Background: an optimization exercise with open tools, aiming at small area. Do not read the settings as production practice. The RTL was checked by simulation tests, not by an equivalence proof against the original design.

==> flow/design.v (excerpt) <==
module fib_table(
    input [63:0] pit_in_prefix,
    input [7:0] pit_in_metadata,
    input rejected,
    input fib_out_bit,
    input start_send_to_pit,
    input [7:0] data_PIT_to_FIB,
    input RX_valid,
    input [7:0] data_SPI_to_FIB,
    input clk,
    input rst,
    output reg [63:0] pit_out_prefix,
    output reg prefix_ready,
    output reg [7:0] pit_out_metadata,
    output reg [7:0] data_FIB_to_PIT,
    output FIB_to_SPI_data_flag,
    output reg [7:0] data_FIB_to_SPI
);
Size in the first run: roughly 15000 cells after synthesis, roughly 4800 flip-flops, ~160000 µm² of cells after synthesis.
Settings: LEC_CHECK=0, CAP_MARGIN=30, CORE_MARGIN=2, CORE_UTILIZATION=45, PLACE_DENSITY=0.7, SETUP_SLACK_MARGIN=0.2, SLEW_MARGIN=30; clock period 7.0 ns.
standard.sh (not shown) runs the stock make flow with config.mk's settings and CLKGATE_MAP_FILE= SYNTH_SCRIPT=/design/flow/synth_recipe.tcl, a recipe that flattens the netlist after the stock synthesis.
==> flow/flow/run.sh <==
#!/bin/bash
# Layout flow: the standard flow (standard.sh) with three changes:
#  - ABC maps the logic for area (flow/abc_area.script) instead of for speed;
#    everything else in synthesis is synth_recipe.tcl unchanged;
#  - clock tree synthesis without dummy loads, with larger sink clusters;
#  - port buffers use the smallest buffer cell (buf_1).
# Each tool's output stays in ORFS's own logs under orfs/logs; make's output
# goes to standard.log.
set -euo pipefail
W=$PWD
{ head -n 1 synth_recipe.tcl
  echo "proc abc {args} { set i [lsearch -exact \$args -script]; if {\$i >= 0} { lset args [expr {\$i + 1}] $W/flow/abc_area.script }; yosys abc {*}\$args }"
  tail -n +2 synth_recipe.tcl; } > area_synth.tcl
bash standard.sh SYNTH_SCRIPT=$W/area_synth.tcl \
  "CTS_ARGS=-sink_clustering_enable -repair_clock_nets -dont_use_dummy_load -sink_clustering_size 14 -sink_clustering_max_diameter 50 -buf_list sky130_fd_sc_hd__clkbuf_8" \
  "BUFFER_PORTS_ARGS=-buffer_cell sky130_fd_sc_hd__buf_1" \
  finish > standard.log 2>&1
==> flow/flow/abc_area.script <==
&get -n
&st
&syn2
&dch -f
&nf -a -R 2000 -C 24
&put
==> next run, changes <==
==> flow/flow/run.sh (replaced) <==
#!/bin/bash
# Layout flow: the standard flow (standard.sh) with two changes:
#  - ABC maps the logic for area (flow/abc_area.script) instead of for speed;
#    everything else in synthesis is synth_recipe.tcl unchanged;
#  - clock tree synthesis without dummy loads, with larger sink clusters.
# Each tool's output stays in ORFS's own logs under orfs/logs; make's output
# goes to standard.log.
set -euo pipefail
W=$PWD
{ head -n 1 synth_recipe.tcl
  echo "proc abc {args} { set i [lsearch -exact \$args -script]; if {\$i >= 0} { lset args [expr {\$i + 1}] $W/flow/abc_area.script }; yosys abc {*}\$args }"
  tail -n +2 synth_recipe.tcl; } > area_synth.tcl
bash standard.sh SYNTH_SCRIPT=$W/area_synth.tcl \
  "CTS_ARGS=-sink_clustering_enable -repair_clock_nets -dont_use_dummy_load -sink_clustering_size 14 -sink_clustering_max_diameter 50 -buf_list sky130_fd_sc_hd__clkbuf_8" \
  finish > standard.log 2>&1
==> flow/flow/abc_area.script (replaced) <==
&get -n
&st
&syn2
&dch -f
&nf -a -R 1000
&put
- PLACE_DENSITY: 0.7 -> unset
What happened:
- routed wire length is lower by 1.4%
- first-iteration DRC count is lower by 21%
- register-to-register slack got worse by 20 ps
- final cell count stays flat
- fmax is lower by 0.37%
==> next run, changes <==
- PLACE_DENSITY: unset -> 0.7
Hold slack gains 35 ps.
Final area shrinks by about 0.36%.
Cell count stays flat.
Synthesized area does not change.
Wire length went down by about 4.4%.
Register-to-register slack degrades by 30 ps.
Global-route usage came out lower by 1.8 points.
Via count increases by 1.5%.
Non-clock buffer count grows by 3.
Maximum frequency decreases by 0.40%.
==> next run, changes <==
--- a/flow/flow/run.sh
+++ b/flow/flow/run.sh
@@ -4,3 +4,4 @@
 #    everything else in synthesis is synth_recipe.tcl unchanged;
-#  - clock tree synthesis without dummy loads, with larger sink clusters.
+#  - clock tree synthesis without dummy loads, with larger sink clusters;
+#  - port buffers use the smallest buffer cell (buf_1).
 # Each tool's output stays in ORFS's own logs under orfs/logs; make's output
@@ -14,2 +15,3 @@
   "CTS_ARGS=-sink_clustering_enable -repair_clock_nets -dont_use_dummy_load -sink_clustering_size 14 -sink_clustering_max_diameter 50 -buf_list sky130_fd_sc_hd__clkbuf_8" \
+  "BUFFER_PORTS_ARGS=-buffer_cell sky130_fd_sc_hd__buf_1" \
   finish > standard.log 2>&1
==> flow/flow/abc_area.script (replaced) <==
&get -n
&st
&syn2
&dch -f
&nf -a -R 2000 -C 24
&put
Count of clock-buffer cells in the layout decreases by 7.
Core utilization barely changes.
Final area decreases by 0.82%.
Setup slack improves by 50 ps.
Clock skew increases by 18 ps.
Flip-flop and latch count does not change.
Routed wire length increases by 6.1%.
==> next run, changes <==
--- a/flow/flow/run.sh
+++ b/flow/flow/run.sh
@@ -4,4 +4,3 @@
 #    everything else in synthesis is synth_recipe.tcl unchanged;
-#  - clock tree synthesis without dummy loads, with larger sink clusters;
-#  - port buffers use the smallest buffer cell (buf_1).
+#  - clock tree synthesis without dummy loads, with larger sink clusters.
 # Each tool's output stays in ORFS's own logs under orfs/logs; make's output
@@ -15,3 +14,2 @@
   "CTS_ARGS=-sink_clustering_enable -repair_clock_nets -dont_use_dummy_load -sink_clustering_size 14 -sink_clustering_max_diameter 50 -buf_list sky130_fd_sc_hd__clkbuf_8" \
-  "BUFFER_PORTS_ARGS=-buffer_cell sky130_fd_sc_hd__buf_1" \
   finish > standard.log 2>&1
Core utilization is higher by 0.33 points.
Global-route usage is lower by 0.37 points.
Worst setup slack improved by 79 ps.
==> next run, changes <==
==> flow/flow/run.sh (replaced) <==
#!/bin/bash
# Layout flow: the standard flow (standard.sh) with three changes:
#  - ABC maps the logic for area (flow/abc_area.script) instead of for speed;
#    everything else in synthesis is synth_recipe.tcl unchanged;
#  - clock tree synthesis without dummy loads, with larger sink clusters;
#  - port buffers use the smallest buffer cell (buf_1).
# Each tool's output stays in ORFS's own logs under orfs/logs; make's output
# goes to standard.log.
set -euo pipefail
W=$PWD
{ head -n 1 synth_recipe.tcl
  echo "proc abc {args} { set i [lsearch -exact \$args -script]; if {\$i >= 0} { lset args [expr {\$i + 1}] $W/flow/abc_area.script }; yosys abc {*}\$args }"
  tail -n +2 synth_recipe.tcl; } > area_synth.tcl
bash standard.sh SYNTH_SCRIPT=$W/area_synth.tcl \
  "CTS_ARGS=-sink_clustering_enable -repair_clock_nets -dont_use_dummy_load -sink_clustering_size 8 -sink_clustering_max_diameter 35 -buf_list sky130_fd_sc_hd__clkbuf_4" \
  "BUFFER_PORTS_ARGS=-buffer_cell sky130_fd_sc_hd__buf_1" \
  finish > standard.log 2>&1
=> Maximum frequency decreases by a few percent. Sequential share of layout area increases by 0.23 points. Die area is unchanged. Clock skew increases by 67 ps. Core utilization decreases by 0.22 points. Cell count increases by a few percent. Synthesized cell count is unchanged. Count of clock-buffer cells in the layout increases by 294.

[separate check: timing with driven ports]
How much do the figures lean on ideal ports? The routed layouts below were timed once more, with nothing changed but the port constraints.
Step 1 sets driving cells, clkbuf_16 on the clock port and buf_2 on the other inputs (assumed; they add their load-dependent delay and slew).
Step 2 also shifts input and output timing later by t, the mid clock arrival at the registers, as if the neighbouring blocks saw the same clock.
Slacks: no drivers / after step 1 / after step 2; pairs: no drivers / after step 1.
| run | t (ns) | slack for setup (ns) | hold WS [ns] |
|---|---|---|---|
| the first run | 1.296 | 0.609 / 0.609 / 0.609 | 0.260 / 0.260 / 0.260 |
| the second run | 1.309 | 0.585 / 0.585 / 0.585 | 0.257 / 0.257 / 0.257 |
| the third run | 1.285 | 0.560 / 0.560 / 0.560 | 0.293 / 0.293 / 0.293 |
| the fourth run | 1.296 | 0.609 / 0.609 / 0.609 | 0.260 / 0.260 / 0.260 |
| the fifth run | 1.183 | 0.688 / 0.688 / 0.688 | 0.297 / 0.297 / 0.297 |
| the sixth run | 1.836 | 0.396 / 0.396 / 0.396 | 0.015 / -0.066 / 0.244 |
After both steps setup and hold are still met in every run listed.
